Background: an optimization exercise with open tools, aiming at small area and a short achievable clock period. Do not read the settings as production practice. The RTL was checked by simulation tests, not by an equivalence proof against the original design. No activity file was given, so power comes from the tool's default toggle rates.

File: design.v
`timescale 1ns / 1ps
module decode(instr,opcode,rd_index,rs_index,rt_index,constant,shamt,address);
input [15:0] instr;
output [3:0] opcode;
output [2:0] rd_index,rs_index,rt_index,shamt;
output [5:0] constant;
output [8:0] address;
assign opcode   = instr[15:12];
assign rd_index = instr[11:9];
assign rs_index = instr[8:6];
assign rt_index = instr[5:3];
assign shamt    = instr[2:0];
assign constant = instr[5:0];
assign address  = instr[11:3];
endmodule
`timescale 1ns / 1ps
module control_unit(instr,opcode,rd_index,rs_index,rt_index,shamt,constant,address);
input [15:0] instr;
output  [3:0] opcode;
output  [2:0] rd_index,rs_index,rt_index,shamt;
output [5:0] constant;
output [8:0] address;
decode call(instr,opcode,rd_index,rs_index,rt_index,constant,shamt,address);
endmodule
`timescale 1ns / 1ps
module mul16(a, b, s, c);
input [15:0] a, b;
output [31:0] s, c;
  wire [15:0] pp [0:15];
  genvar gi;
  generate for (gi = 0; gi < 16; gi = gi + 1) begin : g_pp
    assign pp[gi] = b & {16{a[gi]}};
  end endgenerate
  wire t1 = pp[0][13] ^ pp[1][12];
  wire t2 = pp[0][13] & pp[1][12];
  wire t3 = pp[0][14] ^ pp[1][13] ^ pp[2][12];
  wire t4 = (pp[0][14] & pp[1][13]) | (pp[0][14] & pp[2][12]) | (pp[1][13] & pp[2][12]);
  wire t5 = pp[3][11] ^ pp[4][10];
  wire t6 = pp[3][11] & pp[4][10];
  wire t7 = pp[0][15] ^ pp[1][14] ^ pp[2][13];
  wire t8 = (pp[0][15] & pp[1][14]) | (pp[0][15] & pp[2][13]) | (pp[1][14] & pp[2][13]);
  wire t9 = pp[3][12] ^ pp[4][11] ^ pp[5][10];
  wire t10 = (pp[3][12] & pp[4][11]) | (pp[3][12] & pp[5][10]) | (pp[4][11] & pp[5][10]);
  wire t11 = pp[6][9] ^ pp[7][8];
  wire t12 = pp[6][9] & pp[7][8];
  wire t13 = pp[1][15] ^ pp[2][14] ^ pp[3][13];
  wire t14 = (pp[1][15] & pp[2][14]) | (pp[1][15] & pp[3][13]) | (pp[2][14] & pp[3][13]);
  wire t15 = pp[4][12] ^ pp[5][11] ^ pp[6][10];
  wire t16 = (pp[4][12] & pp[5][11]) | (pp[4][12] & pp[6][10]) | (pp[5][11] & pp[6][10]);
  wire t17 = pp[7][9] ^ pp[8][8];
  wire t18 = pp[7][9] & pp[8][8];
  wire t19 = pp[2][15] ^ pp[3][14] ^ pp[4][13];
  wire t20 = (pp[2][15] & pp[3][14]) | (pp[2][15] & pp[4][13]) | (pp[3][14] & pp[4][13]);
  wire t21 = pp[5][12] ^ pp[6][11] ^ pp[7][10];
  wire t22 = (pp[5][12] & pp[6][11]) | (pp[5][12] & pp[7][10]) | (pp[6][11] & pp[7][10]);
  wire t23 = pp[3][15] ^ pp[4][14] ^ pp[5][13];
  wire t24 = (pp[3][15] & pp[4][14]) | (pp[3][15] & pp[5][13]) | (pp[4][14] & pp[5][13]);
  wire t25 = pp[0][9] ^ pp[1][8];
  wire t26 = pp[0][9] & pp[1][8];
  wire t27 = pp[0][10] ^ pp[1][9] ^ pp[2][8];
  wire t28 = (pp[0][10] & pp[1][9]) | (pp[0][10] & pp[2][8]) | (pp[1][9] & pp[2][8]);
  wire t29 = pp[3][7] ^ pp[4][6];
  wire t30 = pp[3][7] & pp[4][6];
  wire t31 = pp[0][11] ^ pp[1][10] ^ pp[2][9];
  wire t32 = (pp[0][11] & pp[1][10]) | (pp[0][11] & pp[2][9]) | (pp[1][10] & pp[2][9]);
  wire t33 = pp[3][8] ^ pp[4][7] ^ pp[5][6];
  wire t34 = (pp[3][8] & pp[4][7]) | (pp[3][8] & pp[5][6]) | (pp[4][7] & pp[5][6]);
  wire t35 = pp[6][5] ^ pp[7][4];
  wire t36 = pp[6][5] & pp[7][4];
  wire t37 = pp[0][12] ^ pp[1][11] ^ pp[2][10];
  wire t38 = (pp[0][12] & pp[1][11]) | (pp[0][12] & pp[2][10]) | (pp[1][11] & pp[2][10]);
  wire t39 = pp[3][9] ^ pp[4][8] ^ pp[5][7];
  wire t40 = (pp[3][9] & pp[4][8]) | (pp[3][9] & pp[5][7]) | (pp[4][8] & pp[5][7]);
  wire t41 = pp[6][6] ^ pp[7][5] ^ pp[8][4];
  wire t42 = (pp[6][6] & pp[7][5]) | (pp[6][6] & pp[8][4]) | (pp[7][5] & pp[8][4]);
  wire t43 = pp[9][3] ^ pp[10][2];
  wire t44 = pp[9][3] & pp[10][2];
  wire t45 = t1 ^ pp[2][11] ^ pp[3][10];
  wire t46 = (t1 & pp[2][11]) | (t1 & pp[3][10]) | (pp[2][11] & pp[3][10]);
  wire t47 = pp[4][9] ^ pp[5][8] ^ pp[6][7];
  wire t48 = (pp[4][9] & pp[5][8]) | (pp[4][9] & pp[6][7]) | (pp[5][8] & pp[6][7]);
  wire t49 = pp[7][6] ^ pp[8][5] ^ pp[9][4];
  wire t50 = (pp[7][6] & pp[8][5]) | (pp[7][6] & pp[9][4]) | (pp[8][5] & pp[9][4]);
  wire t51 = pp[10][3] ^ pp[11][2] ^ pp[12][1];
  wire t52 = (pp[10][3] & pp[11][2]) | (pp[10][3] & pp[12][1]) | (pp[11][2] & pp[12][1]);
  wire t53 = t2 ^ t3 ^ t5;
  wire t54 = (t2 & t3) | (t2 & t5) | (t3 & t5);
  wire t55 = pp[5][9] ^ pp[6][8] ^ pp[7][7];
  wire t56 = (pp[5][9] & pp[6][8]) | (pp[5][9] & pp[7][7]) | (pp[6][8] & pp[7][7]);
  wire t57 = pp[8][6] ^ pp[9][5] ^ pp[10][4];
  wire t58 = (pp[8][6] & pp[9][5]) | (pp[8][6] & pp[10][4]) | (pp[9][5] & pp[10][4]);
  wire t59 = pp[11][3] ^ pp[12][2] ^ pp[13][1];
  wire t60 = (pp[11][3] & pp[12][2]) | (pp[11][3] & pp[13][1]) | (pp[12][2] & pp[13][1]);
  wire t61 = t4 ^ t6 ^ t7;
  wire t62 = (t4 & t6) | (t4 & t7) | (t6 & t7);
  wire t63 = t9 ^ t11 ^ pp[8][7];
  wire t64 = (t9 & t11) | (t9 & pp[8][7]) | (t11 & pp[8][7]);
  wire t65 = pp[9][6] ^ pp[10][5] ^ pp[11][4];
  wire t66 = (pp[9][6] & pp[10][5]) | (pp[9][6] & pp[11][4]) | (pp[10][5] & pp[11][4]);
  wire t67 = pp[12][3] ^ pp[13][2] ^ pp[14][1];
  wire t68 = (pp[12][3] & pp[13][2]) | (pp[12][3] & pp[14][1]) | (pp[13][2] & pp[14][1]);
  wire t69 = t8 ^ t10 ^ t12;
  wire t70 = (t8 & t10) | (t8 & t12) | (t10 & t12);
  wire t71 = t13 ^ t15 ^ t17;
  wire t72 = (t13 & t15) | (t13 & t17) | (t15 & t17);
  wire t73 = pp[9][7] ^ pp[10][6] ^ pp[11][5];
  wire t74 = (pp[9][7] & pp[10][6]) | (pp[9][7] & pp[11][5]) | (pp[10][6] & pp[11][5]);
  wire t75 = pp[12][4] ^ pp[13][3] ^ pp[14][2];
  wire t76 = (pp[12][4] & pp[13][3]) | (pp[12][4] & pp[14][2]) | (pp[13][3] & pp[14][2]);
  wire t77 = t14 ^ t16 ^ t18;
  wire t78 = (t14 & t16) | (t14 & t18) | (t16 & t18);
  wire t79 = t19 ^ t21 ^ pp[8][9];
  wire t80 = (t19 & t21) | (t19 & pp[8][9]) | (t21 & pp[8][9]);
  wire t81 = pp[9][8] ^ pp[10][7] ^ pp[11][6];
  wire t82 = (pp[9][8] & pp[10][7]) | (pp[9][8] & pp[11][6]) | (pp[10][7] & pp[11][6]);
  wire t83 = pp[12][5] ^ pp[13][4] ^ pp[14][3];
  wire t84 = (pp[12][5] & pp[13][4]) | (pp[12][5] & pp[14][3]) | (pp[13][4] & pp[14][3]);
  wire t85 = t20 ^ t22 ^ t23;
  wire t86 = (t20 & t22) | (t20 & t23) | (t22 & t23);
  wire t87 = pp[6][12] ^ pp[7][11] ^ pp[8][10];
  wire t88 = (pp[6][12] & pp[7][11]) | (pp[6][12] & pp[8][10]) | (pp[7][11] & pp[8][10]);
  wire t89 = pp[9][9] ^ pp[10][8] ^ pp[11][7];
  wire t90 = (pp[9][9] & pp[10][8]) | (pp[9][9] & pp[11][7]) | (pp[10][8] & pp[11][7]);
  wire t91 = pp[12][6] ^ pp[13][5] ^ pp[14][4];
  wire t92 = (pp[12][6] & pp[13][5]) | (pp[12][6] & pp[14][4]) | (pp[13][5] & pp[14][4]);
  wire t93 = t24 ^ pp[4][15] ^ pp[5][14];
  wire t94 = (t24 & pp[4][15]) | (t24 & pp[5][14]) | (pp[4][15] & pp[5][14]);
  wire t95 = pp[6][13] ^ pp[7][12] ^ pp[8][11];
  wire t96 = (pp[6][13] & pp[7][12]) | (pp[6][13] & pp[8][11]) | (pp[7][12] & pp[8][11]);
  wire t97 = pp[9][10] ^ pp[10][9] ^ pp[11][8];
  wire t98 = (pp[9][10] & pp[10][9]) | (pp[9][10] & pp[11][8]) | (pp[10][9] & pp[11][8]);
  wire t99 = pp[12][7] ^ pp[13][6] ^ pp[14][5];
  wire t100 = (pp[12][7] & pp[13][6]) | (pp[12][7] & pp[14][5]) | (pp[13][6] & pp[14][5]);
  wire t101 = pp[5][15] ^ pp[6][14] ^ pp[7][13];
  wire t102 = (pp[5][15] & pp[6][14]) | (pp[5][15] & pp[7][13]) | (pp[6][14] & pp[7][13]);
  wire t103 = pp[8][12] ^ pp[9][11] ^ pp[10][10];
  wire t104 = (pp[8][12] & pp[9][11]) | (pp[8][12] & pp[10][10]) | (pp[9][11] & pp[10][10]);
  wire t105 = pp[11][9] ^ pp[12][8] ^ pp[13][7];
  wire t106 = (pp[11][9] & pp[12][8]) | (pp[11][9] & pp[13][7]) | (pp[12][8] & pp[13][7]);
  wire t107 = pp[6][15] ^ pp[7][14] ^ pp[8][13];
  wire t108 = (pp[6][15] & pp[7][14]) | (pp[6][15] & pp[8][13]) | (pp[7][14] & pp[8][13]);
  wire t109 = pp[9][12] ^ pp[10][11] ^ pp[11][10];
  wire t110 = (pp[9][12] & pp[10][11]) | (pp[9][12] & pp[11][10]) | (pp[10][11] & pp[11][10]);
  wire t111 = pp[7][15] ^ pp[8][14] ^ pp[9][13];
  wire t112 = (pp[7][15] & pp[8][14]) | (pp[7][15] & pp[9][13]) | (pp[8][14] & pp[9][13]);
  wire t113 = pp[0][6] ^ pp[1][5];
  wire t114 = pp[0][6] & pp[1][5];
  wire t115 = pp[0][7] ^ pp[1][6] ^ pp[2][5];
  wire t116 = (pp[0][7] & pp[1][6]) | (pp[0][7] & pp[2][5]) | (pp[1][6] & pp[2][5]);
  wire t117 = pp[3][4] ^ pp[4][3];
  wire t118 = pp[3][4] & pp[4][3];
  wire t119 = pp[0][8] ^ pp[1][7] ^ pp[2][6];
  wire t120 = (pp[0][8] & pp[1][7]) | (pp[0][8] & pp[2][6]) | (pp[1][7] & pp[2][6]);
  wire t121 = pp[3][5] ^ pp[4][4] ^ pp[5][3];
  wire t122 = (pp[3][5] & pp[4][4]) | (pp[3][5] & pp[5][3]) | (pp[4][4] & pp[5][3]);
  wire t123 = pp[6][2] ^ pp[7][1];
  wire t124 = pp[6][2] & pp[7][1];
  wire t125 = t25 ^ pp[2][7] ^ pp[3][6];
  wire t126 = (t25 & pp[2][7]) | (t25 & pp[3][6]) | (pp[2][7] & pp[3][6]);
  wire t127 = pp[4][5] ^ pp[5][4] ^ pp[6][3];
  wire t128 = (pp[4][5] & pp[5][4]) | (pp[4][5] & pp[6][3]) | (pp[5][4] & pp[6][3]);
  wire t129 = pp[7][2] ^ pp[8][1] ^ pp[9][0];
  wire t130 = (pp[7][2] & pp[8][1]) | (pp[7][2] & pp[9][0]) | (pp[8][1] & pp[9][0]);
  wire t131 = t26 ^ t27 ^ t29;
  wire t132 = (t26 & t27) | (t26 & t29) | (t27 & t29);
  wire t133 = pp[5][5] ^ pp[6][4] ^ pp[7][3];
  wire t134 = (pp[5][5] & pp[6][4]) | (pp[5][5] & pp[7][3]) | (pp[6][4] & pp[7][3]);
  wire t135 = pp[8][2] ^ pp[9][1] ^ pp[10][0];
  wire t136 = (pp[8][2] & pp[9][1]) | (pp[8][2] & pp[10][0]) | (pp[9][1] & pp[10][0]);
  wire t137 = t28 ^ t30 ^ t31;
  wire t138 = (t28 & t30) | (t28 & t31) | (t30 & t31);
  wire t139 = t33 ^ t35 ^ pp[8][3];
  wire t140 = (t33 & t35) | (t33 & pp[8][3]) | (t35 & pp[8][3]);
  wire t141 = pp[9][2] ^ pp[10][1] ^ pp[11][0];
  wire t142 = (pp[9][2] & pp[10][1]) | (pp[9][2] & pp[11][0]) | (pp[10][1] & pp[11][0]);
  wire t143 = t32 ^ t34 ^ t36;
  wire t144 = (t32 & t34) | (t32 & t36) | (t34 & t36);
  wire t145 = t37 ^ t39 ^ t41;
  wire t146 = (t37 & t39) | (t37 & t41) | (t39 & t41);
  wire t147 = t43 ^ pp[11][1] ^ pp[12][0];
  wire t148 = (t43 & pp[11][1]) | (t43 & pp[12][0]) | (pp[11][1] & pp[12][0]);
  wire t149 = t38 ^ t40 ^ t42;
  wire t150 = (t38 & t40) | (t38 & t42) | (t40 & t42);
  wire t151 = t44 ^ t45 ^ t47;
  wire t152 = (t44 & t45) | (t44 & t47) | (t45 & t47);
  wire t153 = t49 ^ t51 ^ pp[13][0];
  wire t154 = (t49 & t51) | (t49 & pp[13][0]) | (t51 & pp[13][0]);
  wire t155 = t46 ^ t48 ^ t50;
  wire t156 = (t46 & t48) | (t46 & t50) | (t48 & t50);
  wire t157 = t52 ^ t53 ^ t55;
  wire t158 = (t52 & t53) | (t52 & t55) | (t53 & t55);
  wire t159 = t57 ^ t59 ^ pp[14][0];
  wire t160 = (t57 & t59) | (t57 & pp[14][0]) | (t59 & pp[14][0]);
  wire t161 = t54 ^ t56 ^ t58;
  wire t162 = (t54 & t56) | (t54 & t58) | (t56 & t58);
  wire t163 = t60 ^ t61 ^ t63;
  wire t164 = (t60 & t61) | (t60 & t63) | (t61 & t63);
  wire t165 = t65 ^ t67 ^ pp[15][0];
  wire t166 = (t65 & t67) | (t65 & pp[15][0]) | (t67 & pp[15][0]);
  wire t167 = t62 ^ t64 ^ t66;
  wire t168 = (t62 & t64) | (t62 & t66) | (t64 & t66);
  wire t169 = t68 ^ t69 ^ t71;
  wire t170 = (t68 & t69) | (t68 & t71) | (t69 & t71);
  wire t171 = t73 ^ t75 ^ pp[15][1];
  wire t172 = (t73 & t75) | (t73 & pp[15][1]) | (t75 & pp[15][1]);
  wire t173 = t70 ^ t72 ^ t74;
  wire t174 = (t70 & t72) | (t70 & t74) | (t72 & t74);
  wire t175 = t76 ^ t77 ^ t79;
  wire t176 = (t76 & t77) | (t76 & t79) | (t77 & t79);
  wire t177 = t81 ^ t83 ^ pp[15][2];
  wire t178 = (t81 & t83) | (t81 & pp[15][2]) | (t83 & pp[15][2]);
  wire t179 = t78 ^ t80 ^ t82;
  wire t180 = (t78 & t80) | (t78 & t82) | (t80 & t82);
  wire t181 = t84 ^ t85 ^ t87;
  wire t182 = (t84 & t85) | (t84 & t87) | (t85 & t87);
  wire t183 = t89 ^ t91 ^ pp[15][3];
  wire t184 = (t89 & t91) | (t89 & pp[15][3]) | (t91 & pp[15][3]);
  wire t185 = t86 ^ t88 ^ t90;
  wire t186 = (t86 & t88) | (t86 & t90) | (t88 & t90);
  wire t187 = t92 ^ t93 ^ t95;
  wire t188 = (t92 & t93) | (t92 & t95) | (t93 & t95);
  wire t189 = t97 ^ t99 ^ pp[15][4];
  wire t190 = (t97 & t99) | (t97 & pp[15][4]) | (t99 & pp[15][4]);
  wire t191 = t94 ^ t96 ^ t98;
  wire t192 = (t94 & t96) | (t94 & t98) | (t96 & t98);
  wire t193 = t100 ^ t101 ^ t103;
  wire t194 = (t100 & t101) | (t100 & t103) | (t101 & t103);
  wire t195 = t105 ^ pp[14][6] ^ pp[15][5];
  wire t196 = (t105 & pp[14][6]) | (t105 & pp[15][5]) | (pp[14][6] & pp[15][5]);
  wire t197 = t102 ^ t104 ^ t106;
  wire t198 = (t102 & t104) | (t102 & t106) | (t104 & t106);
  wire t199 = t107 ^ t109 ^ pp[12][9];
  wire t200 = (t107 & t109) | (t107 & pp[12][9]) | (t109 & pp[12][9]);
  wire t201 = pp[13][8] ^ pp[14][7] ^ pp[15][6];
  wire t202 = (pp[13][8] & pp[14][7]) | (pp[13][8] & pp[15][6]) | (pp[14][7] & pp[15][6]);
  wire t203 = t108 ^ t110 ^ t111;
  wire t204 = (t108 & t110) | (t108 & t111) | (t110 & t111);
  wire t205 = pp[10][12] ^ pp[11][11] ^ pp[12][10];
  wire t206 = (pp[10][12] & pp[11][11]) | (pp[10][12] & pp[12][10]) | (pp[11][11] & pp[12][10]);
  wire t207 = pp[13][9] ^ pp[14][8] ^ pp[15][7];
  wire t208 = (pp[13][9] & pp[14][8]) | (pp[13][9] & pp[15][7]) | (pp[14][8] & pp[15][7]);
  wire t209 = t112 ^ pp[8][15] ^ pp[9][14];
  wire t210 = (t112 & pp[8][15]) | (t112 & pp[9][14]) | (pp[8][15] & pp[9][14]);
  wire t211 = pp[10][13] ^ pp[11][12] ^ pp[12][11];
  wire t212 = (pp[10][13] & pp[11][12]) | (pp[10][13] & pp[12][11]) | (pp[11][12] & pp[12][11]);
  wire t213 = pp[13][10] ^ pp[14][9] ^ pp[15][8];
  wire t214 = (pp[13][10] & pp[14][9]) | (pp[13][10] & pp[15][8]) | (pp[14][9] & pp[15][8]);
  wire t215 = pp[9][15] ^ pp[10][14] ^ pp[11][13];
  wire t216 = (pp[9][15] & pp[10][14]) | (pp[9][15] & pp[11][13]) | (pp[10][14] & pp[11][13]);
  wire t217 = pp[12][12] ^ pp[13][11] ^ pp[14][10];
  wire t218 = (pp[12][12] & pp[13][11]) | (pp[12][12] & pp[14][10]) | (pp[13][11] & pp[14][10]);
  wire t219 = pp[10][15] ^ pp[11][14] ^ pp[12][13];
  wire t220 = (pp[10][15] & pp[11][14]) | (pp[10][15] & pp[12][13]) | (pp[11][14] & pp[12][13]);
  wire t221 = pp[0][4] ^ pp[1][3];
  wire t222 = pp[0][4] & pp[1][3];
  wire t223 = pp[0][5] ^ pp[1][4] ^ pp[2][3];
  wire t224 = (pp[0][5] & pp[1][4]) | (pp[0][5] & pp[2][3]) | (pp[1][4] & pp[2][3]);
  wire t225 = pp[3][2] ^ pp[4][1];
  wire t226 = pp[3][2] & pp[4][1];
  wire t227 = t113 ^ pp[2][4] ^ pp[3][3];
  wire t228 = (t113 & pp[2][4]) | (t113 & pp[3][3]) | (pp[2][4] & pp[3][3]);
  wire t229 = pp[4][2] ^ pp[5][1] ^ pp[6][0];
  wire t230 = (pp[4][2] & pp[5][1]) | (pp[4][2] & pp[6][0]) | (pp[5][1] & pp[6][0]);
  wire t231 = t114 ^ t115 ^ t117;
  wire t232 = (t114 & t115) | (t114 & t117) | (t115 & t117);
  wire t233 = pp[5][2] ^ pp[6][1] ^ pp[7][0];
  wire t234 = (pp[5][2] & pp[6][1]) | (pp[5][2] & pp[7][0]) | (pp[6][1] & pp[7][0]);
  wire t235 = t116 ^ t118 ^ t119;
  wire t236 = (t116 & t118) | (t116 & t119) | (t118 & t119);
  wire t237 = t121 ^ t123 ^ pp[8][0];
  wire t238 = (t121 & t123) | (t121 & pp[8][0]) | (t123 & pp[8][0]);
  wire t239 = t120 ^ t122 ^ t124;
  wire t240 = (t120 & t122) | (t120 & t124) | (t122 & t124);
  wire t241 = t125 ^ t127 ^ t129;
  wire t242 = (t125 & t127) | (t125 & t129) | (t127 & t129);
  wire t243 = t126 ^ t128 ^ t130;
  wire t244 = (t126 & t128) | (t126 & t130) | (t128 & t130);
  wire t245 = t131 ^ t133 ^ t135;
  wire t246 = (t131 & t133) | (t131 & t135) | (t133 & t135);
  wire t247 = t132 ^ t134 ^ t136;
  wire t248 = (t132 & t134) | (t132 & t136) | (t134 & t136);
  wire t249 = t137 ^ t139 ^ t141;
  wire t250 = (t137 & t139) | (t137 & t141) | (t139 & t141);
  wire t251 = t138 ^ t140 ^ t142;
  wire t252 = (t138 & t140) | (t138 & t142) | (t140 & t142);
  wire t253 = t143 ^ t145 ^ t147;
  wire t254 = (t143 & t145) | (t143 & t147) | (t145 & t147);
  wire t255 = t144 ^ t146 ^ t148;
  wire t256 = (t144 & t146) | (t144 & t148) | (t146 & t148);
  wire t257 = t149 ^ t151 ^ t153;
  wire t258 = (t149 & t151) | (t149 & t153) | (t151 & t153);
  wire t259 = t150 ^ t152 ^ t154;
  wire t260 = (t150 & t152) | (t150 & t154) | (t152 & t154);
  wire t261 = t155 ^ t157 ^ t159;
  wire t262 = (t155 & t157) | (t155 & t159) | (t157 & t159);
  wire t263 = t156 ^ t158 ^ t160;
  wire t264 = (t156 & t158) | (t156 & t160) | (t158 & t160);
  wire t265 = t161 ^ t163 ^ t165;
  wire t266 = (t161 & t163) | (t161 & t165) | (t163 & t165);
  wire t267 = t162 ^ t164 ^ t166;
  wire t268 = (t162 & t164) | (t162 & t166) | (t164 & t166);
  wire t269 = t167 ^ t169 ^ t171;
  wire t270 = (t167 & t169) | (t167 & t171) | (t169 & t171);
  wire t271 = t168 ^ t170 ^ t172;
  wire t272 = (t168 & t170) | (t168 & t172) | (t170 & t172);
  wire t273 = t173 ^ t175 ^ t177;
  wire t274 = (t173 & t175) | (t173 & t177) | (t175 & t177);
  wire t275 = t174 ^ t176 ^ t178;
  wire t276 = (t174 & t176) | (t174 & t178) | (t176 & t178);
  wire t277 = t179 ^ t181 ^ t183;
  wire t278 = (t179 & t181) | (t179 & t183) | (t181 & t183);
  wire t279 = t180 ^ t182 ^ t184;
  wire t280 = (t180 & t182) | (t180 & t184) | (t182 & t184);
  wire t281 = t185 ^ t187 ^ t189;
  wire t282 = (t185 & t187) | (t185 & t189) | (t187 & t189);
  wire t283 = t186 ^ t188 ^ t190;
  wire t284 = (t186 & t188) | (t186 & t190) | (t188 & t190);
  wire t285 = t191 ^ t193 ^ t195;
  wire t286 = (t191 & t193) | (t191 & t195) | (t193 & t195);
  wire t287 = t192 ^ t194 ^ t196;
  wire t288 = (t192 & t194) | (t192 & t196) | (t194 & t196);
  wire t289 = t197 ^ t199 ^ t201;
  wire t290 = (t197 & t199) | (t197 & t201) | (t199 & t201);
  wire t291 = t198 ^ t200 ^ t202;
  wire t292 = (t198 & t200) | (t198 & t202) | (t200 & t202);
  wire t293 = t203 ^ t205 ^ t207;
  wire t294 = (t203 & t205) | (t203 & t207) | (t205 & t207);
  wire t295 = t204 ^ t206 ^ t208;
  wire t296 = (t204 & t206) | (t204 & t208) | (t206 & t208);
  wire t297 = t209 ^ t211 ^ t213;
  wire t298 = (t209 & t211) | (t209 & t213) | (t211 & t213);
  wire t299 = t210 ^ t212 ^ t214;
  wire t300 = (t210 & t212) | (t210 & t214) | (t212 & t214);
  wire t301 = t215 ^ t217 ^ pp[15][9];
  wire t302 = (t215 & t217) | (t215 & pp[15][9]) | (t217 & pp[15][9]);
  wire t303 = t216 ^ t218 ^ t219;
  wire t304 = (t216 & t218) | (t216 & t219) | (t218 & t219);
  wire t305 = pp[13][12] ^ pp[14][11] ^ pp[15][10];
  wire t306 = (pp[13][12] & pp[14][11]) | (pp[13][12] & pp[15][10]) | (pp[14][11] & pp[15][10]);
  wire t307 = t220 ^ pp[11][15] ^ pp[12][14];
  wire t308 = (t220 & pp[11][15]) | (t220 & pp[12][14]) | (pp[11][15] & pp[12][14]);
  wire t309 = pp[13][13] ^ pp[14][12] ^ pp[15][11];
  wire t310 = (pp[13][13] & pp[14][12]) | (pp[13][13] & pp[15][11]) | (pp[14][12] & pp[15][11]);
  wire t311 = pp[12][15] ^ pp[13][14] ^ pp[14][13];
  wire t312 = (pp[12][15] & pp[13][14]) | (pp[12][15] & pp[14][13]) | (pp[13][14] & pp[14][13]);
  wire t313 = pp[0][3] ^ pp[1][2];
  wire t314 = pp[0][3] & pp[1][2];
  wire t315 = t221 ^ pp[2][2] ^ pp[3][1];
  wire t316 = (t221 & pp[2][2]) | (t221 & pp[3][1]) | (pp[2][2] & pp[3][1]);
  wire t317 = t222 ^ t223 ^ t225;
  wire t318 = (t222 & t223) | (t222 & t225) | (t223 & t225);
  wire t319 = t224 ^ t226 ^ t227;
  wire t320 = (t224 & t226) | (t224 & t227) | (t226 & t227);
  wire t321 = t228 ^ t230 ^ t231;
  wire t322 = (t228 & t230) | (t228 & t231) | (t230 & t231);
  wire t323 = t232 ^ t234 ^ t235;
  wire t324 = (t232 & t234) | (t232 & t235) | (t234 & t235);
  wire t325 = t236 ^ t238 ^ t239;
  wire t326 = (t236 & t238) | (t236 & t239) | (t238 & t239);
  wire t327 = t240 ^ t242 ^ t243;
  wire t328 = (t240 & t242) | (t240 & t243) | (t242 & t243);
  wire t329 = t244 ^ t246 ^ t247;
  wire t330 = (t244 & t246) | (t244 & t247) | (t246 & t247);
  wire t331 = t248 ^ t250 ^ t251;
  wire t332 = (t248 & t250) | (t248 & t251) | (t250 & t251);
  wire t333 = t252 ^ t254 ^ t255;
  wire t334 = (t252 & t254) | (t252 & t255) | (t254 & t255);
  wire t335 = t256 ^ t258 ^ t259;
  wire t336 = (t256 & t258) | (t256 & t259) | (t258 & t259);
  wire t337 = t260 ^ t262 ^ t263;
  wire t338 = (t260 & t262) | (t260 & t263) | (t262 & t263);
  wire t339 = t264 ^ t266 ^ t267;
  wire t340 = (t264 & t266) | (t264 & t267) | (t266 & t267);
  wire t341 = t268 ^ t270 ^ t271;
  wire t342 = (t268 & t270) | (t268 & t271) | (t270 & t271);
  wire t343 = t272 ^ t274 ^ t275;
  wire t344 = (t272 & t274) | (t272 & t275) | (t274 & t275);
  wire t345 = t276 ^ t278 ^ t279;
  wire t346 = (t276 & t278) | (t276 & t279) | (t278 & t279);
  wire t347 = t280 ^ t282 ^ t283;
  wire t348 = (t280 & t282) | (t280 & t283) | (t282 & t283);
  wire t349 = t284 ^ t286 ^ t287;
  wire t350 = (t284 & t286) | (t284 & t287) | (t286 & t287);
  wire t351 = t288 ^ t290 ^ t291;
  wire t352 = (t288 & t290) | (t288 & t291) | (t290 & t291);
  wire t353 = t292 ^ t294 ^ t295;
  wire t354 = (t292 & t294) | (t292 & t295) | (t294 & t295);
  wire t355 = t296 ^ t298 ^ t299;
  wire t356 = (t296 & t298) | (t296 & t299) | (t298 & t299);
  wire t357 = t300 ^ t302 ^ t303;
  wire t358 = (t300 & t302) | (t300 & t303) | (t302 & t303);
  wire t359 = t304 ^ t306 ^ t307;
  wire t360 = (t304 & t306) | (t304 & t307) | (t306 & t307);
  wire t361 = t308 ^ t310 ^ t311;
  wire t362 = (t308 & t310) | (t308 & t311) | (t310 & t311);
  wire t363 = t312 ^ pp[13][15] ^ pp[14][14];
  wire t364 = (t312 & pp[13][15]) | (t312 & pp[14][14]) | (pp[13][15] & pp[14][14]);
  wire t365 = pp[0][2] ^ pp[1][1];
  wire t366 = pp[0][2] & pp[1][1];
  wire t367 = t313 ^ pp[2][1] ^ pp[3][0];
  wire t368 = (t313 & pp[2][1]) | (t313 & pp[3][0]) | (pp[2][1] & pp[3][0]);
  wire t369 = t314 ^ t315 ^ pp[4][0];
  wire t370 = (t314 & t315) | (t314 & pp[4][0]) | (t315 & pp[4][0]);
  wire t371 = t316 ^ t317 ^ pp[5][0];
  wire t372 = (t316 & t317) | (t316 & pp[5][0]) | (t317 & pp[5][0]);
  wire t373 = t318 ^ t319 ^ t229;
  wire t374 = (t318 & t319) | (t318 & t229) | (t319 & t229);
  wire t375 = t320 ^ t321 ^ t233;
  wire t376 = (t320 & t321) | (t320 & t233) | (t321 & t233);
  wire t377 = t322 ^ t323 ^ t237;
  wire t378 = (t322 & t323) | (t322 & t237) | (t323 & t237);
  wire t379 = t324 ^ t325 ^ t241;
  wire t380 = (t324 & t325) | (t324 & t241) | (t325 & t241);
  wire t381 = t326 ^ t327 ^ t245;
  wire t382 = (t326 & t327) | (t326 & t245) | (t327 & t245);
  wire t383 = t328 ^ t329 ^ t249;
  wire t384 = (t328 & t329) | (t328 & t249) | (t329 & t249);
  wire t385 = t330 ^ t331 ^ t253;
  wire t386 = (t330 & t331) | (t330 & t253) | (t331 & t253);
  wire t387 = t332 ^ t333 ^ t257;
  wire t388 = (t332 & t333) | (t332 & t257) | (t333 & t257);
  wire t389 = t334 ^ t335 ^ t261;
  wire t390 = (t334 & t335) | (t334 & t261) | (t335 & t261);
  wire t391 = t336 ^ t337 ^ t265;
  wire t392 = (t336 & t337) | (t336 & t265) | (t337 & t265);
  wire t393 = t338 ^ t339 ^ t269;
  wire t394 = (t338 & t339) | (t338 & t269) | (t339 & t269);
  wire t395 = t340 ^ t341 ^ t273;
  wire t396 = (t340 & t341) | (t340 & t273) | (t341 & t273);
  wire t397 = t342 ^ t343 ^ t277;
  wire t398 = (t342 & t343) | (t342 & t277) | (t343 & t277);
  wire t399 = t344 ^ t345 ^ t281;
  wire t400 = (t344 & t345) | (t344 & t281) | (t345 & t281);
  wire t401 = t346 ^ t347 ^ t285;
  wire t402 = (t346 & t347) | (t346 & t285) | (t347 & t285);
  wire t403 = t348 ^ t349 ^ t289;
  wire t404 = (t348 & t349) | (t348 & t289) | (t349 & t289);
  wire t405 = t350 ^ t351 ^ t293;
  wire t406 = (t350 & t351) | (t350 & t293) | (t351 & t293);
  wire t407 = t352 ^ t353 ^ t297;
  wire t408 = (t352 & t353) | (t352 & t297) | (t353 & t297);
  wire t409 = t354 ^ t355 ^ t301;
  wire t410 = (t354 & t355) | (t354 & t301) | (t355 & t301);
  wire t411 = t356 ^ t357 ^ t305;
  wire t412 = (t356 & t357) | (t356 & t305) | (t357 & t305);
  wire t413 = t358 ^ t359 ^ t309;
  wire t414 = (t358 & t359) | (t358 & t309) | (t359 & t309);
  wire t415 = t360 ^ t361 ^ pp[15][12];
  wire t416 = (t360 & t361) | (t360 & pp[15][12]) | (t361 & pp[15][12]);
  wire t417 = t362 ^ t363 ^ pp[15][13];
  wire t418 = (t362 & t363) | (t362 & pp[15][13]) | (t363 & pp[15][13]);
  wire t419 = t364 ^ pp[14][15] ^ pp[15][14];
  wire t420 = (t364 & pp[14][15]) | (t364 & pp[15][14]) | (pp[14][15] & pp[15][14]);
  assign s = {1'b0, t420, t418, t416, t414, t412, t410, t408, t406, t404, t402, t400, t398, t396, t394, t392, t390, t388, t386, t384, t382, t380, t378, t376, t374, t372, t370, t368, t366, t365, pp[0][1], pp[0][0]};
  assign c = {1'b0, pp[15][15], t419, t417, t415, t413, t411, t409, t407, t405, t403, t401, t399, t397, t395, t393, t391, t389, t387, t385, t383, t381, t379, t377, t375, t373, t371, t369, t367, pp[2][0], pp[1][0], 1'b0};
endmodule
`timescale 1ns / 1ps
`timescale 1ns / 1ps
module processor(clk,reset,instr,PC,opcode,rd_index,rs_index,rt_index,shamt,constant,address,rd_value,rs_value,rt_value,low_out,high_out,SR);
input clk,reset;
input [15:0] instr;
output [7:0] PC;
output [3:0] opcode;
output [2:0] rd_index, rs_index, rt_index, shamt;
output [5:0] constant;
output [8:0] address;
output [15:0] rd_value,rs_value,rt_value,low_out,high_out,SR;
control_unit cal1(instr,opcode,rd_index,rs_index,rt_index,shamt,constant,address);
wire [3:0] op = opcode;
reg [7:0] pc;
reg [15:0] R [0:7];
reg [15:0] RAM [0:7];
reg [31:0] ps, pc2;    
reg [3:0] flags_q;
wire op_r    = ~op[3];                  
wire op_rs   = ~(op[3] & op[2]);        
wire is_sw   = (op == 4'd11);
wire is_mul  = (op == 4'd3);
wire wr_en   = ~(is_mul | (op[3] & (op[2] | (op[1] & op[0]))));
reg [15:0] rs_v, rt_v, st_v;
integer i;
always @(*) begin
	rs_v = 16'd0;
	rt_v = 16'd0;
	st_v = 16'd0;
	for (i = 0; i < 8; i = i + 1) begin
		rs_v = rs_v | (R[i] & {16{op_rs & (rs_index == i)}});
		rt_v = rt_v | (R[i] & {16{op_r & (rt_index == i)}});
		st_v = st_v | (R[i] & {16{rd_index == i}});
	end
end
assign rs_value = rs_v;
assign rt_value = rt_v;
wire [15:0] sum = rs_v + (rt_v | (op[3] ? {10'd0, constant} : 16'd0));
reg [7:0] cl, ch, r02, r35;
reg carry3, eq_n1, eq_n0x;
reg [15:0] ram_rd;
reg [7:0] ma_hot;
integer v, j;
always @(*) begin
	for (v = 0; v < 8; v = v + 1) begin
		cl[v]  = (constant[2:0] == v);
		ch[v]  = (constant[5:3] == v);
		r02[v] = (rs_v[2:0] == v);
		r35[v] = (rs_v[5:3] == v);
	end
	carry3 = 1'b0;
	eq_n1 = 1'b0;
	eq_n0x = 1'b0;
	for (v = 0; v < 8; v = v + 1) begin
		carry3 = carry3 | (cl[v] & (rs_v[2:0] > 7 - v));
		eq_n1 = eq_n1 | (r35[v] & ch[7 - v]);
		if (v != 0) eq_n0x = eq_n0x | (r35[v] & ch[8 - v]);
	end
	ram_rd = 16'd0;
	for (j = 0; j < 8; j = j + 1) begin
		ma_hot[j] = 1'b0;
		for (v = 0; v < 8; v = v + 1)
			ma_hot[j] = ma_hot[j] | (cl[v] & r02[(j - v) & 7]);
		ram_rd = ram_rd | (RAM[j] & {16{ma_hot[j]}});
	end
end
wire ones_hi = &rs_v[15:6];
wire ma_ok = carry3 ? (ones_hi & eq_n1)
                    : (ch[0] ? ~(|rs_v[15:3]) : (ones_hi & eq_n0x));
wire [31:0] mul_s, mul_c;
mul16 mul(rs_v, rt_v, mul_s, mul_c);
wire [31:0] prod = ps + pc2;
wire [15:0] lo = prod[15:0];
wire [15:0] hi = prod[31:16];
reg [15:0] rdv;
always @(*) begin
	case (op)
	4'd0, 4'd8: rdv = sum;
	4'd1: rdv = rs_v << shamt;
	4'd2: rdv = rs_v >> shamt;
	4'd4: rdv = lo;
	4'd5: rdv = hi;
	4'd6: rdv = rs_v | rt_v;
	4'd7: rdv = rs_v & rt_v;
	4'd9: rdv = {10'd0, constant};
	4'd10: rdv = ma_ok ? ram_rd : 16'd0;
	default: rdv = 16'd0;
	endcase
end
assign rd_value = rdv;
wire eq = (rs_v == rt_v);
wire lt = (rs_v < rt_v);
wire sgn_eq = (rs_v[15] == rt_v[15]);
wire [3:0] flags = {eq, ~eq & lt, ~eq & ~lt & ~sgn_eq, ~eq & ~lt & sgn_eq};
assign SR = {12'd0, flags_q};
assign low_out = lo;
assign high_out = hi;
assign PC = pc;
integer k;
always @(posedge clk, posedge reset) begin
	if (reset) begin
		pc <= 8'd0;
		ps <= 32'd0;
		pc2 <= 32'd0;
		flags_q <= 4'd0;
		for (k = 0; k < 8; k = k + 1) R[k] <= 7 - k;
		RAM[0] <= 16'd1;
		RAM[1] <= 16'd5;
		RAM[2] <= 16'd0;
		RAM[3] <= 16'd0;
		RAM[4] <= 16'd3;
		RAM[5] <= 16'd1;
		RAM[6] <= 16'd1;
		RAM[7] <= 16'd1;
	end else begin
		if (pc > 8'd14) pc <= 8'd0;
		else if (op[3] & op[2] & ~(op[1] & op[0])) pc <= pc + address[7:0];
		else pc <= pc + 8'd1;
		if (is_mul) begin
			ps <= mul_s;
			pc2 <= mul_c;
		end
		flags_q <= flags;
		if (wr_en) R[rd_index] <= rdv;
		for (k = 0; k < 8; k = k + 1)
			if (is_sw & ma_ok & ma_hot[k]) RAM[k] <= st_v;
	end
end
endmodule
File: standard.sh
#!/bin/bash
# synth_recipe.tcl (not shown) runs the flow's synth.tcl, then flattens the netlist and writes it again
# the make line also repeats each setting of config.mk as NAME=value (left out here)
make -C /OpenROAD-flow-scripts/flow DESIGN_CONFIG=/design/flow/config.mk WORK_HOME=/design/flow/orfs CLKGATE_MAP_FILE= SYNTH_SCRIPT=/design/flow/synth_recipe.tcl "${@:-finish}"
File: config.mk
export PLATFORM = sky130hd
export DESIGN_NAME = processor
export DESIGN_NICKNAME = processor
export VERILOG_FILES = /design/flow/design.v
export SDC_FILE = /design/flow/constraint.sdc
export NUM_CORES = 4
export LEC_CHECK = 0
export CAP_MARGIN = 20
export CORE_MARGIN = 2
export CORE_UTILIZATION = 55
export SETUP_SLACK_MARGIN = 2.0
export SLEW_MARGIN = 20
File: flow/run.sh
#!/bin/bash
# The standard layout (standard.sh), with one change: the port buffers that
# global placement inserts on every input and output are buf_1 cells instead
# of the resizer's default pick (clkdlybuf4s50_1, a delay cell).
set -euo pipefail
export BUFFER_PORTS_ARGS="-buffer_cell sky130_fd_sc_hd__buf_1"
bash standard.sh > standard.log 2>&1
File: constraint.sdc
create_clock -name core_clock -period 8.5 [get_ports {clk}]
set_input_delay 1.7000 -clock core_clock [delete_from_list [all_inputs] [get_ports {clk}]]
set_output_delay 1.7000 -clock core_clock [all_outputs]
set_load 0.01 [all_outputs]
==> impl_metrics.env, run 1 <==
export IMPL_seq_area_frac_synth=0.3051
export IMPL_htreeDepth=2
export IMPL_report_final_setup_viol=0
export IMPL_die_width_um=225.8
export IMPL_dieArea_mm2=0.05100
export IMPL_avgViaCountPerCell=6.531
export IMPL_hold_viol_final=0
export IMPL_port_buffers=140
export IMPL_status="finished clean"
export IMPL_nets=3512
export IMPL_pre_cts_ws_ns=0.3713
export IMPL_arrival_ns=5.73
export IMPL_synth_ff_type="dfrtp_1"
export IMPL_crit_type="input pin to primary output"
export IMPL_antenna_found_initial=2
export IMPL_globalRoute_totalOverflow=0
export IMPL_syn_inst=3022
export IMPL_grt_use_total=0.4250
export IMPL_cap_violations=0
export IMPL_synth_edff_count=0
export IMPL_grt_pass1_vias=25210
export IMPL_slew_limit_headroom=0.2546
export IMPL_insertedDiodeCount=0
export IMPL_crit_path_end_kind="primary output"
export IMPL_fillCellCount=4031
export IMPL_leakagePower_nw=14.38
export IMPL_fin_area_mm2=0.03158
export IMPL_start_util=0.5552
export IMPL_cts_buffer_depth=3
export IMPL_setup_tns_final_ns=0
export IMPL_fin_crit_ns=7.427
export IMPL_rows=81
export IMPL_total_power_mw=4.457
export IMPL_clkTransAtPathRegs_ns=0.05
export IMPL_cp_start_kind="input pin"
export IMPL_timing_final_max_slew_violations=0
export IMPL_timing_hold_ws_ns=0.4761
export IMPL_ioPinCount=153
export IMPL_grt_pass1_wl_um=159600
export IMPL_drt_total_wl_um=107800
export IMPL_root_buffer="clkbuf_16"
export IMPL_hpwl_um=79180
export IMPL_hold_class="flip-flop to flip-flop"
export IMPL_gp_congestion=1.037
export IMPL_clock_sinks=329
export IMPL_die_h_um=225.8
export IMPL_ant_nets=0
export IMPL_ctsHoldBuffers=0
export IMPL_avgRoutedWirePerCell_um=27.75
export IMPL_drc=0
export IMPL_fin_skew_ns=0.04179
export IMPL_grt_max_degree=194
export IMPL_drt_iter0_drc=3134
export IMPL_cp_max_fo=5
export IMPL_place_area_mm2=0.02869
export IMPL_r2r_slack_ns=3.04
export IMPL_ys_ff_latch=329
export IMPL_rsz0062_at_grt="true"
export IMPL_finalCritPeriodShare=0.8738
export IMPL_avgSynthCellArea_um2=8.956
export IMPL_ys_async_sr_fraction=1.000
export IMPL_fmax_mhz=134.6
export IMPL_synth_cell_type_count=106
export IMPL_cp_required_ns=6.80
export IMPL_cts_tree="yes"
export IMPL_syn_area_mm2=0.02706
export IMPL_ys_warnings_count=4
export IMPL_drive_gt1_frac=0.1942
export IMPL_core_mm2=0.04875
export IMPL_tightestPinTransition_ns=1.118
export IMPL_cts_inserted_buffers=38
export IMPL_dr_pass1_iters=6
export IMPL_syn2layout_area_growth_pct=16.68
export IMPL_powerDensity_mw_per_mm2=141.1
export IMPL_setup_ws_ns=1.073
export IMPL_clk_latency_ns=0.60
export IMPL_via_count=25360
export IMPL_vdd_drop_max_uv=152.3
==> cell usage in the layout, fill, tap and decap left out, types with 12 or more instances in the layout <==
cell	count
nand2_1	384
dfrtp_1	309
nor2_1	270
inv_1	252
o21ai_0	211
fa_1	179
buf_4	172
a22oi_1	126
buf_1	123
mux2_2	113
a21oi_1	111
ha_1	100
and3_1	41
clkbuf_16	40
nand3_1	35
buf_6	32
a221oi_1	29
xnor2_1	29
nand4_1	27
nor3_1	26
a22o_1	24
mux2i_1	23
o211ai_1	21
a222oi_1	21
dfstp_2	20
a21o_1	20
fa_2	19
o21ai_1	17
clkbuf_1	17
xor2_1	15
nand2b_1	14
inv_2	13
buf_12	13
o21bai_1	12
conb_1	12
==> worst max-delay path: stages <==
cell and delay [ns]:
clkbuf_16 0.14, mux2_4 0.29, a32o_1 0.22, a211o_1 0.29, or2_4 0.25, ha_4 0.17, fa_2 0.39, a211oi_4 0.23
o21bai_2 0.11, a2111oi_4 0.41, nor4b_2 0.10, o21a_1 0.23, o41ai_2 0.25, o21ai_1 0.12, xnor2_1 0.15, nor2_1 0.06
or3b_4 0.44, buf_1 0.15
==> cells by family after synthesis <==
logic type | after synthesis | share of synthesized area
other | 1 | 0.0001386
buffers and inverters | 518 | 0.08173
AOI/OAI and AO/OA | 747 | 0.1853
xor gates and xnor gates | 46 | 0.01489
and+or+nand+nor | 931 | 0.1550
DFF | 329 | 0.3051
adders and majority gates | 304 | 0.1955
muxes | 146 | 0.06236
==> cells in the mapped netlist, types with 13 or more instances <==
master	number	area [um^2]
mux2i_1	24	240.2
a21o_1	20	150.1
xor2_1	15	131.4
nand3_1	39	195.2
mux2_2	113	1272
o21ai_0	219	1096
inv_1	266	998.5
nor3_1	34	170.2
a22oi_1	128	960.9
o31ai_1	13	97.59
dfrtp_1	309	7732
o21bai_1	13	97.59
nand2_1	393	1475
ha_1	106	1326
clkbuf_1	141	529.3
buf_1	14	52.55
a222oi_1	21	210.2
a211oi_1	17	127.6
buf_4	53	397.9
o211ai_1	21	157.7
xnor2_1	31	271.5
a221oi_1	33	289.0
dfstp_2	20	525.5
o21ai_1	16	80.08
a21oi_1	121	605.6
nand2b_1	18	112.6
buf_2	29	145.1
nor2_1	281	1055
and3_1	44	275.3
a22o_1	24	210.2
fa_1	198	3964
nand4_1	27	168.9
==> per-stage QoR <==
stage	utilization	cells
2_1_floorplan	-	3033
3_3_place_gp	0.5886	3730
3_5_place_dp	0.5886	3730
4_1_cts	0.6372	3858
5_1_grt	0.6478	3883
6_report	0.6478	3883
==> layout make-up <==
| type | count | area [um^2] | area share |
|---|---|---|---|
| inverters | 276 | 1074 | 0.03400 |
| clock inverters | 10 | 171.4 | 0.005428 |
| well taps | 664 | 830.8 | 0.02631 |
| clock buffers | 59 | 1070 | 0.03388 |
| multi-input cells | 2186 | 17520 | 0.5550 |
| flip-flops and latches | 329 | 8258 | 0.2615 |
| repair buffers | 359 | 2650 | 0.08392 |
==> state kept, by name, summed over array words and instances (netlist names) <==
signal / flops
RAM: 128
R: 128
ps: 31
pc2: 30
pc: 8
flags_q: 4
==> layer usage <==
layer,GRT usage,share of wire
met1,0.5303,0.37
met5,0,0.00017
met2,0.6632,0.45
met4,0.2824,0.078
met3,0.09628,0.11
==> power breakdown <==
group | leakage, nW | internal, mW | total, mW | switching [mW]
Combinational | 9.31 | 0.337 | 0.993 | 0.656
Sequential | 4.48 | 1.70 | 1.82 | 0.127
Clock | 0.594 | 0.942 | 1.64 | 0.698
Total | 14.4 | 2.98 | 4.46 | 1.48
==> timing repair <==
action                                  4_1_cts  5_1_grt
resized for setup                           141       80
endpoints found under the setup margin       40       30
pin swaps                                    30       27
gates cloned                                  2        0
endpoints found under the hold margin         0        0
setup buffers                                57       24
==> path summary, 6_finish.rpt <==
check	end	start	cells after the start
max in group asynchronous	pc2[24]	reset	5
min in group asynchronous	R[1][3]	reset	2
worst min register to register	RAM[2][15]	RAM[2][15]	2
worst min-delay path	RAM[2][15]	RAM[2][15]	2
worst max-delay path	rd_value[14]	instr[6]	18
worst max register to register	pc2[17]	R[4][5]	20
==> run 2: changes to the inputs <==
--- a/config.mk
+++ b/config.mk
@@ -8,5 +8,5 @@
 export CAP_MARGIN = 20
 export CORE_MARGIN = 2
 export CORE_UTILIZATION = 55
-export SETUP_SLACK_MARGIN = 2.0
+export SETUP_SLACK_MARGIN = 1.2
 export SLEW_MARGIN = 20
==> impl_metrics.env, run 2 <==
export IMPL_combinationalPowerShare=0.213
export IMPL_synth_top_cell_area_share=0.2857
export IMPL_htreeDepth=2
export IMPL_die_width_um=225.8
export IMPL_crit_path_end_kind="primary output"
export IMPL_antenna_found_initial=3
export IMPL_drt_iter0_drc=2932
export IMPL_grt_pass1_vias=25030
export IMPL_arrival_ns=5.88
export IMPL_fin_crit_ns=7.580
export IMPL_port_buffers=140
export IMPL_report_final_setup_viol=0
export IMPL_cp_slowest_stage_delay_ns=0.45
export IMPL_clock_sinks=329
export IMPL_hold_viol_final=0
export IMPL_yosys_area_top_type="dfrtp_1"
export IMPL_avgViaCountPerCell=6.556
export IMPL_cap_violations=0
export IMPL_powerDensity_mw_per_mm2=143.9
export IMPL_cp_required_ns=6.80
export IMPL_grt_max_degree=160
export IMPL_top_usage_layer="met2"
export IMPL_clkTransAtPathRegs_ns=0.06
export IMPL_rows=81
export IMPL_ys_ff_latch=329
export IMPL_vdd_drop_max_uv=200.8
export IMPL_avgSynthCellArea_um2=8.956
export IMPL_drt_total_wl_um=107000
export IMPL_rsz0062_at_grt="true"
export IMPL_tightestPinTransition_ns=1.145
export IMPL_crit_path_top_delay_cell="or3b_4"
export IMPL_p_int_mw=2.968
export IMPL_gr_usage_met2=0.6443
export IMPL_yosysMostFrequentCell="nand2_1"
export IMPL_via_count=25330
export IMPL_dieArea_mm2=0.05100
export IMPL_use_met1=0.5399
export IMPL_cp_num_buf_inv=3
export IMPL_timing_final_max_slew_violations=0
export IMPL_cts_tree="yes"
export IMPL_reg_largest_list="RAM (128), R (128), ps (31)"
export IMPL_clk_latency_ns=0.60
export IMPL_nets=3492
export IMPL_final_cell_count_no_fill=3864
export IMPL_fmax_mhz=131.9
export IMPL_ys_async_sr_fraction=1.000
export IMPL_leakagePower_nw=14.24
export IMPL_dp_cells=3737
export IMPL_drive_gt1_frac=0.1751
export IMPL_ioPinCount=153
export IMPL_finalCritPeriodShare=0.8918
export IMPL_synth_cell_type_count=106
export IMPL_root_buffer="clkbuf_16"
export IMPL_dr_pass1_iters=6
export IMPL_p_sw_mw=1.490
export IMPL_synth_ff_type="dfrtp_1"
export IMPL_syn_inst=3022
export IMPL_gr_usage_met3=0.1043
export IMPL_status="finished clean"
export IMPL_cts_inserted_buffers=37
export IMPL_ys_warnings_count=4
export IMPL_ctsHoldBuffers=0
export IMPL_hpwl_um=80110
export IMPL_path_delay_family="compound AO/OA/AOI/OAI gates"
export IMPL_core_mm2=0.04875
export IMPL_p_sw_frac=0.3343
export IMPL_total_power_mw=4.458
export IMPL_die_h_um=225.8
export IMPL_p_clk_frac=0.376
export IMPL_hold_class="flip-flop to flip-flop"
export IMPL_grt_use_total=0.4203
export IMPL_start_util=0.5552
export IMPL_mostFrequentLayoutCell="nand2_1"
export IMPL_gp_congestion=1.061
export IMPL_cp_start_kind="input pin"
export IMPL_mostFrequentLayoutCells="383 x nand2_1, 309 x dfrtp_1, 273 x nor2_1"
export IMPL_synth_top_cells_by_count="393 x nand2_1, 309 x dfrtp_1, 281 x nor2_1, 266 x inv_1, 219 x o21ai_0"
export IMPL_grt_pass1_wl_um=158400
export IMPL_syn_area_mm2=0.02706
export IMPL_ant_nets=0
export IMPL_drc=0
export IMPL_globalRoute_totalOverflow=0
export IMPL_p_seq_frac=0.411
export IMPL_cts_buffer_depth=3
export IMPL_crit_type="input pin to primary output"
export IMPL_setup_tns_final_ns=0
export IMPL_cp_max_fo=5
export IMPL_slew_limit_headroom=0.2348
export IMPL_avgRoutedWirePerCell_um=27.70
export IMPL_syn2layout_area_growth_pct=14.47
export IMPL_seq_area_frac_synth=0.3051
export IMPL_worstPathCellList="clkbuf_16 > mux2_4 > a32o_2 > a211o_1 > or2_4 > ha_4 > fa_2 > a211oi_4 > o21bai_2 > a2111oi_4 > nor4b_2 > buf_4 > o21a_1 > o41ai_2 > o21ai_1 > xnor2_1 > nor2_1 > or3b_4 > clkbuf_2"
export IMPL_synth_edff_count=0
export IMPL_fin_skew_ns=0.04723
export IMPL_synth_area_leaders="dfrtp_1 29%, fa_1 15%, nand2_1 5.5%"
## run 2: final cells by class
cell class	count	area, um^2
Fill cell	4079	17770
Multi-Input combinational cell	2186	17300
Sequential cell	329	8258
Timing Repair Buffer	340	2285
Inverter	276	1052
Clock buffer	48	987.2
Tap cell	664	830.8
Clock inverter	19	266.5
Antenna cell	2	5.005
## run 2: cell families after synthesis
kind of cell | after synthesis | synth area share
mux | 146 | 0.06236
fa+ha+maj | 304 | 0.1955
compound gates | 747 | 0.1853
xor+xnor | 46 | 0.01489
simple gates | 931 | 0.1550
buf+inv | 518 | 0.08173
other cells | 1 | 0.0001386
flops | 329 | 0.3051
## run 2: power groups by stage
stage	sequential, mW	clock [mW]	combinational [mW]
2_1_floorplan	1.81	0	0.542
3_3_place_gp	1.85	0	0.838
5_1_grt	1.84	1.75	1.01
3_5_place_dp	1.85	0	0.855
6_report	1.83	1.67	0.950
4_1_cts	1.82	1.69	0.883
## run 2: final timing paths
check / from / end / slack, ns / depth (start not counted)
min: RAM[6][5] / RAM[6][5] / 0.48 / 2
min reg2reg: RAM[6][5] / RAM[6][5] / 0.48 / 2
min in group asynchronous: reset / R[1][8] / 1.30 / 2
max: instr[6] / rd_value[14] / 0.92 / 19
max in group asynchronous: reset / pc2[15] / 5.58 / 4
max reg2reg: R[5][6] / pc2[17] / 2.82 / 18
## run 2: metrics by stage
stage          utilization  setup WS [ns]  area (um^2)  hold slack, ns
2_1_floorplan            -          1.060        27280          0.4418
3_3_place_gp        0.5860         0.2767        28570          0.4562
3_5_place_dp        0.5863         0.2278        28580          0.4686
4_1_cts             0.6221         0.8976        30330          0.4819
5_1_grt             0.6355         0.7981        30980          0.4970
6_report            0.6355         0.9196        30980          0.4807
## run 2: routing by layer
| layer | routed length [um] | part of all wire |
|---|---|---|
| met5 | 141 | 0.0013 |
| met4 | 7295 | 0.068 |
| met1 | 40560 | 0.38 |
| met2 | 47450 | 0.44 |
| met3 | 11580 | 0.11 |
## run 2: worst reg2reg max path, stage by stage (launching register included)
cell and delay, ns:
dfrtp_1 0.43, mux2i_1 0.31, o32ai_2 0.17, or2_2 0.34, buf_4 0.20, inv_1 0.22, buf_4 0.30, nor2_1 0.11
fa_1 0.54, inv_1 0.05, fa_1 0.50, inv_1 0.06, fa_1 0.44, fa_1 0.52, inv_1 0.06, fa_1 0.53
inv_1 0.06, fa_1 0.45, mux2_2 0.26
## run 2: what timing repair did
action	4_1_cts	5_1_grt
setup endpoints to repair	16	16
gates resized for setup	56	86
endpoints found under the hold margin	0	0
buffers inserted	23	31
pin swaps	12	34
cloned	3	1
==> run 3: changes to the inputs <==
--- a/config.mk
+++ b/config.mk
@@ -8,5 +8,4 @@
 export CAP_MARGIN = 20
 export CORE_MARGIN = 2
 export CORE_UTILIZATION = 55
-export SETUP_SLACK_MARGIN = 1.2
 export SLEW_MARGIN = 20
==> impl_metrics.env, run 3 <==
export IMPL_antenna_found_initial=2
export IMPL_ant_nets=0
export IMPL_avgViaCountPerCell=6.518
export IMPL_finalCritPeriodShare=0.9618
export IMPL_fin_skew_ns=0.05001
export IMPL_p_sw_frac=0.3285
export IMPL_p_sw_mw=1.435
export IMPL_powerDensity_mw_per_mm2=146.4
export IMPL_port_buffers=140
export IMPL_timing_hold_ws_ns=0.4828
export IMPL_hold_class="flip-flop to flip-flop"
export IMPL_synth_edff_count=0
export IMPL_drt_iter0_drc=2987
export IMPL_cp_start_kind="input pin"
export IMPL_synth_adder_area_share=0.1955
export IMPL_synth_mux_area_frac=0.06236
export IMPL_ys_async_sr_fraction=1.000
export IMPL_r2r_slack_ns=2.69
export IMPL_hpwl_um=77160
export IMPL_fin_crit_ns=8.175
export IMPL_p_int_mw=2.933
export IMPL_cp_required_ns=6.80
export IMPL_pre_cts_ws_ns=0.2344
export IMPL_slew_limit_headroom=0.2785
export IMPL_grt_pass1_vias=24840
export IMPL_rows=81
export IMPL_cap_violations=0
export IMPL_arrival_ns=6.48
export IMPL_syn_area_mm2=0.02706
export IMPL_via_count=24820
export IMPL_yosysMostFrequentCell="nand2_1"
export IMPL_synth_top_cells_by_count="393 x nand2_1, 309 x dfrtp_1, 281 x nor2_1, 266 x inv_1, 219 x o21ai_0"
export IMPL_syn2layout_area_growth_pct=10.19
export IMPL_p_seq_frac=0.418
export IMPL_crit_type="input pin to primary output"
export IMPL_reg2reg_depth=18
export IMPL_hold_depth=2
export IMPL_drc=0
export IMPL_ys_warnings_count=4
export IMPL_report_final_setup_viol=0
export IMPL_avgRoutedWirePerCell_um=26.96
export IMPL_combinationalPowerShare=0.200
export IMPL_synth_cell_type_count=106
export IMPL_p_clk_frac=0.382
export IMPL_synth_area_leaders="dfrtp_1 29%, fa_1 15%, nand2_1 5.5%"
export IMPL_fmax_mhz=122.3
export IMPL_start_util=0.5552
export IMPL_setup_tns_final_ns=0
export IMPL_utilization=0.6118
export IMPL_yosys_area_top_type="dfrtp_1"
export IMPL_dr_pass1_iters=9
export IMPL_mostFrequentLayoutCell="nand2_1"
export IMPL_drive_gt1_frac=0.1320
export IMPL_nets=3436
export IMPL_globalRoute_totalOverflow=0
export IMPL_root_buffer="clkbuf_16"
export IMPL_mostFrequentLayoutCells="393 x nand2_1, 309 x dfrtp_1, 281 x nor2_1"
export IMPL_clk_latency_ns=0.59
export IMPL_timing_final_max_slew_violations=0
export IMPL_synth_top_cell_area_share=0.2857
export IMPL_leakagePower_nw=13.71
export IMPL_multiInputGateArea_mm2=0.01676
export IMPL_dieArea_mm2=0.05100
export IMPL_hold_viol_final=0
export IMPL_grt_max_degree=193
export IMPL_cts_setup_buffers=0
export IMPL_drt_total_wl_um=102700
export IMPL_crit_path_end_kind="primary output"
export IMPL_synth_ff_type="dfrtp_1"
export IMPL_htreeDepth=2
export IMPL_clkTransAtPathRegs_ns=0.06
export IMPL_status="finished clean"
export IMPL_avgSynthCellArea_um2=8.956
export IMPL_seq_area_mm2=0.008258
export IMPL_die_width_um=225.8
export IMPL_vdd_drop_max_uv=211.8
export IMPL_die_h_um=225.8
export IMPL_clock_sinks=329
export IMPL_synth_top_family_by_area="adder cells"
export IMPL_core_mm2=0.04875
export IMPL_ioPinCount=153
export IMPL_reg_largest_list="RAM (128), R (128), ps (31)"
export IMPL_setup_ws_ns=0.3250
export IMPL_seq_area_frac_synth=0.3051
export IMPL_synth_xor_area_frac=0.01489
export IMPL_tightestPinTransition_ns=1.082
export IMPL_grt_use_total=0.4072
export IMPL_gp_congestion=1.040
export IMPL_fillCellCount=4271
export IMPL_cts_inserted_buffers=37
export IMPL_grt_pass1_wl_um=154800
export IMPL_cts_tree="yes"
export IMPL_rsz0062_at_grt="false"
export IMPL_cts_buffer_depth=3
export IMPL_syn_inst=3022
export IMPL_synthSimpleGateAreaFrac=0.1550
export IMPL_synth_compound_area_frac=0.1853
export IMPL_cp_max_fo=7
export IMPL_ys_ff_latch=329
run 3: through the flow:
| step | total power, mW | cells | cell area [um^2] |
|---|---|---|---|
| after floorplan | 2.338 | 3033 | 27110 |
| after global placement | 2.675 | 3739 | 28520 |
| after detailed placement | 2.693 | 3739 | 28520 |
| after CTS | 4.363 | 3807 | 29790 |
| after global routing | 4.532 | 3807 | 29820 |
| final | 4.367 | 3808 | 29820 |
run 3: logic make-up after synthesis:
| group | Yosys count |
|---|---|
| simple gates | 931 |
| mux | 146 |
| fa+ha+maj | 304 |
| other cells | 1 |
| flops | 329 |
| xor+xnor | 46 |
| buf+inv | 518 |
| compound gates | 747 |
run 3: worst max-delay path: stages:
cell	delay, ns
clkbuf_2	0.21
mux2_4	0.32
a32o_1	0.21
a211o_1	0.33
or2_1	0.24
ha_1	0.23
fa_1	0.50
a211oi_2	0.28
o21bai_1	0.13
a2111oi_1	0.41
buf_4	0.18
nor4b_2	0.07
o21a_1	0.22
o41ai_1	0.27
buf_4	0.18
o21ai_0	0.10
xnor2_1	0.17
nor2_1	0.06
or3b_4	0.47
buf_1	0.15
run 3: per-layer routing:
metal,share of wire,track usage
met1,0.38,0.5172
met2,0.45,0.6415
met3,0.099,0.08574
met4,0.070,0.2450
met5,0,0
run 3: final cells by class:
class | count | area share
Inverter | 276 | 0.03491
Clock buffer | 51 | 0.03482
Antenna cell | 1 | 0.00008391
Timing Repair Buffer | 284 | 0.05572
Clock inverter | 17 | 0.007762
Multi-Input combinational cell | 2186 | 0.5619
Sequential cell | 329 | 0.2769
Tap cell | 664 | 0.02786
run 3: path summary, 6_finish.rpt:
kind                                end  startpoint
max                        rd_value[14]    instr[6]
min                           RAM[5][2]   RAM[5][2]
min in group asynchronous       R[4][4]       reset
min reg2reg                   RAM[5][2]   RAM[5][2]
max in group asynchronous        ps[24]       reset
max reg2reg                     pc2[17]     R[5][5]
run 3: timing repair:
item | CTS | global route
hold buffers | 0 | 0
gates resized for setup | 0 | 6
setup endpoints to repair | 0 | 2
run 3: power groups by stage:
stage / Sequential, mW / Combinational (mW) / Clock, mW
after floorplan: 1.81 / 0.533 / 0
final: 1.83 / 0.874 / 1.67
after detailed placement: 1.85 / 0.847 / 0
after global routing: 1.84 / 0.938 / 1.76
after CTS: 1.82 / 0.852 / 1.69
after global placement: 1.84 / 0.831 / 0
==> run 4: changes to the inputs <==
--- a/config.mk
+++ b/config.mk
@@ -8,4 +8,5 @@
 export CAP_MARGIN = 20
 export CORE_MARGIN = 2
 export CORE_UTILIZATION = 55
+export SETUP_SLACK_MARGIN = 0.8
 export SLEW_MARGIN = 20
==> impl_metrics.env, run 4 <==
export IMPL_status="finished clean"
export IMPL_mostFrequentLayoutCells="392 x nand2_1, 309 x dfrtp_1, 281 x nor2_1"
export IMPL_place_area_mm2=0.02848
export IMPL_reg_largest_list="RAM (128), R (128), ps (31)"
export IMPL_clock_sinks=329
export IMPL_grt_max_degree=170
export IMPL_dr_pass1_iters=7
export IMPL_syn2layout_area_growth_pct=12.52
export IMPL_cp_max_fo=19
export IMPL_synth_edff_count=0
export IMPL_vdd_drop_max_uv=201.4
export IMPL_hold_start="RAM[2][15]"
export IMPL_die_h_um=225.8
export IMPL_p_int_mw=3.291
export IMPL_cp_required_ns=6.80
export IMPL_rsz0062_at_grt="true"
export IMPL_synth_top_cells_by_count="393 x nand2_1, 309 x dfrtp_1, 281 x nor2_1, 266 x inv_1, 219 x o21ai_0"
export IMPL_p_sw_frac=0.3134
export IMPL_avgViaCountPerCell=6.494
export IMPL_setup_tns_final_ns=0
export IMPL_tightestPinTransition_ns=1.039
export IMPL_crit_start="instr[14]"
export IMPL_hpwl_um=77570
export IMPL_hold_depth=2
export IMPL_arrival_ns=5.98
export IMPL_cp_start_kind="input pin"
export IMPL_finalCritPeriodShare=0.9036
export IMPL_yosys_area_top_type="dfrtp_1"
export IMPL_avgRoutedWirePerCell_um=27.66
export IMPL_synth_cell_type_count=106
export IMPL_synth_xor_area_frac=0.01489
export IMPL_ioPinCount=153
export IMPL_crit_type="input pin to primary output"
export IMPL_synth_area_leaders="dfrtp_1 29%, fa_1 15%, nand2_1 5.5%"
export IMPL_report_final_setup_viol=0
export IMPL_ctsHoldBuffers=0
export IMPL_antenna_found_initial=4
export IMPL_grt_use_total=0.4166
export IMPL_avgSynthCellArea_um2=8.956
export IMPL_combinationalPowerShare=0.188
export IMPL_p_sw_mw=1.502
export IMPL_synth_top_family_by_area="adder cells"
export IMPL_rows=81
export IMPL_hold_class="flip-flop to flip-flop"
export IMPL_yosysMostFrequentCell="nand2_1"
export IMPL_reg2reg_depth=18
export IMPL_p_seq_frac=0.381
export IMPL_whs_endpoint="RAM[2][15]"
export IMPL_fin_area_mm2=0.03045
export IMPL_synth_compound_area_frac=0.1853
export IMPL_drt_total_wl_um=105500
export IMPL_synthSimpleGateAreaFrac=0.1550
export IMPL_synth_mux_area_frac=0.06236
export IMPL_syn_area_mm2=0.02706
export IMPL_globalRoute_totalOverflow=0
export IMPL_cap_violations=0
export IMPL_nets=3442
export IMPL_root_buffer="clkbuf_16"
export IMPL_htreeDepth=2
export IMPL_powerDensity_mw_per_mm2=157.4
export IMPL_crit_reg2reg_launch="R[5][5]"
export IMPL_gp_congestion=1.037
export IMPL_drive_gt1_frac=0.1447
export IMPL_synth_adder_area_share=0.1955
export IMPL_crit_path_end_kind="primary output"
export IMPL_r2r_slack_ns=2.86
export IMPL_core_mm2=0.04875
export IMPL_hold_viol_final=0
export IMPL_fmax_mhz=130.2
export IMPL_r2r_end="pc2[17]"
export IMPL_clkTransAtPathRegs_ns=0.06
## run 4: cell count changes in the layout (fill, tap and decap cells not counted), sizes merged
cell,previous run,this run
bufinv,3,14
clkinv,14,10
clkinvlp,2,5
clkbuf,55,53
## run 4: critical path, cell delays in order
cell       delay [ns]
clkbuf_2         0.15
buf_6            0.21
and2_1           0.17
buf_4            0.25
a211oi_2         0.09
a221oi_2         0.31
nand2_1          0.15
buf_4            0.23
inv_2            0.35
ha_1             0.24
nor2_1           0.05
a2111oi_1        0.69
nand3_1          0.19
a21oi_1          0.56
a21boi_1         0.25
buf_4            0.20
inv_1            0.05
buf_1            0.12
## run 4: power by group through the flow
| stage | combinational [mW] | clock, mW | sequential, mW |
|---|---|---|---|
| after CTS | 0.860 | 2.08 | 1.82 |
| after floorplan | 0.535 | 0 | 1.81 |
| after detailed placement | 0.851 | 0 | 1.84 |
| after global placement | 0.839 | 0 | 1.84 |
| after global routing | 0.961 | 2.15 | 1.84 |
| final | 0.902 | 2.07 | 1.82 |
## run 4: worst max-delay path by stage
| stage | slack, ns | cells past startpoint | endpoint |
|---|---|---|---|
| final | 0.82 | 18 | rd_value[3] |
| after global routing | 0.69 | 23 | rd_value[13] |
| after CTS | 0.73 | 18 | rd_value[14] |
| after detailed placement | 0.12 | 18 | rd_value[14] |
| after global placement | 0.22 | 18 | rd_value[14] |
| after floorplan | 0.69 | 20 | rd_value[14] |
## run 4: layout make-up
cell class	count	area [um^2]
antenna	1	2.502
clock buffer	45	1028
clock inverter	27	568.0
fill	4223	18300
inverter	276	1041
multi-input combinational	2186	16940
sequential	329	8258
tap	664	830.8
timing repair buffer	288	1789
## run 4: cells by family (layout without fill, tap and decap cells)
family | after synthesis | after routing
simple gates | 931 | 931
compound gates | 747 | 747
buf+inv | 518 | 636
flops | 329 | 329
fa+ha+maj | 304 | 304
mux | 146 | 146
xor+xnor | 46 | 46
other cells | 1 | 13
## run 4: metal layers
layer / wire length (um) / GRT usage
met5: 23 / 0
met4: 7095 / 0.2408
met1: 40280 / 0.5405
met2: 47370 / 0.6418
met3: 10770 / 0.09589
## run 4: stage by stage
| stage | hold slack [ns] | std cells | total power, mW |
|---|---|---|---|
| after global routing | 0.5016 | 3816 | 4.944 |
| after global placement | 0.4566 | 3733 | 2.682 |
| after floorplan | 0.4418 | 3033 | 2.340 |
| final | 0.4754 | 3816 | 4.793 |
| after detailed placement | 0.4645 | 3733 | 2.696 |
| after CTS | 0.4781 | 3807 | 4.762 |
## run 4: timing repair
action                     4_1_cts  5_1_grt
pin swaps                        3       13
gates resized for setup         22       46
cloned                           0        3
setup endpoints to repair        7       15
buffers inserted                 2        5

Check on run 4: ideal ports give 0.819 ns setup slack; a clkbuf_16 on the clock port and buf_2 on the inputs give 0.798 ns; moving port delays by the midpoint clock arrival (0.643 ns) as well gives 0.798 ns.
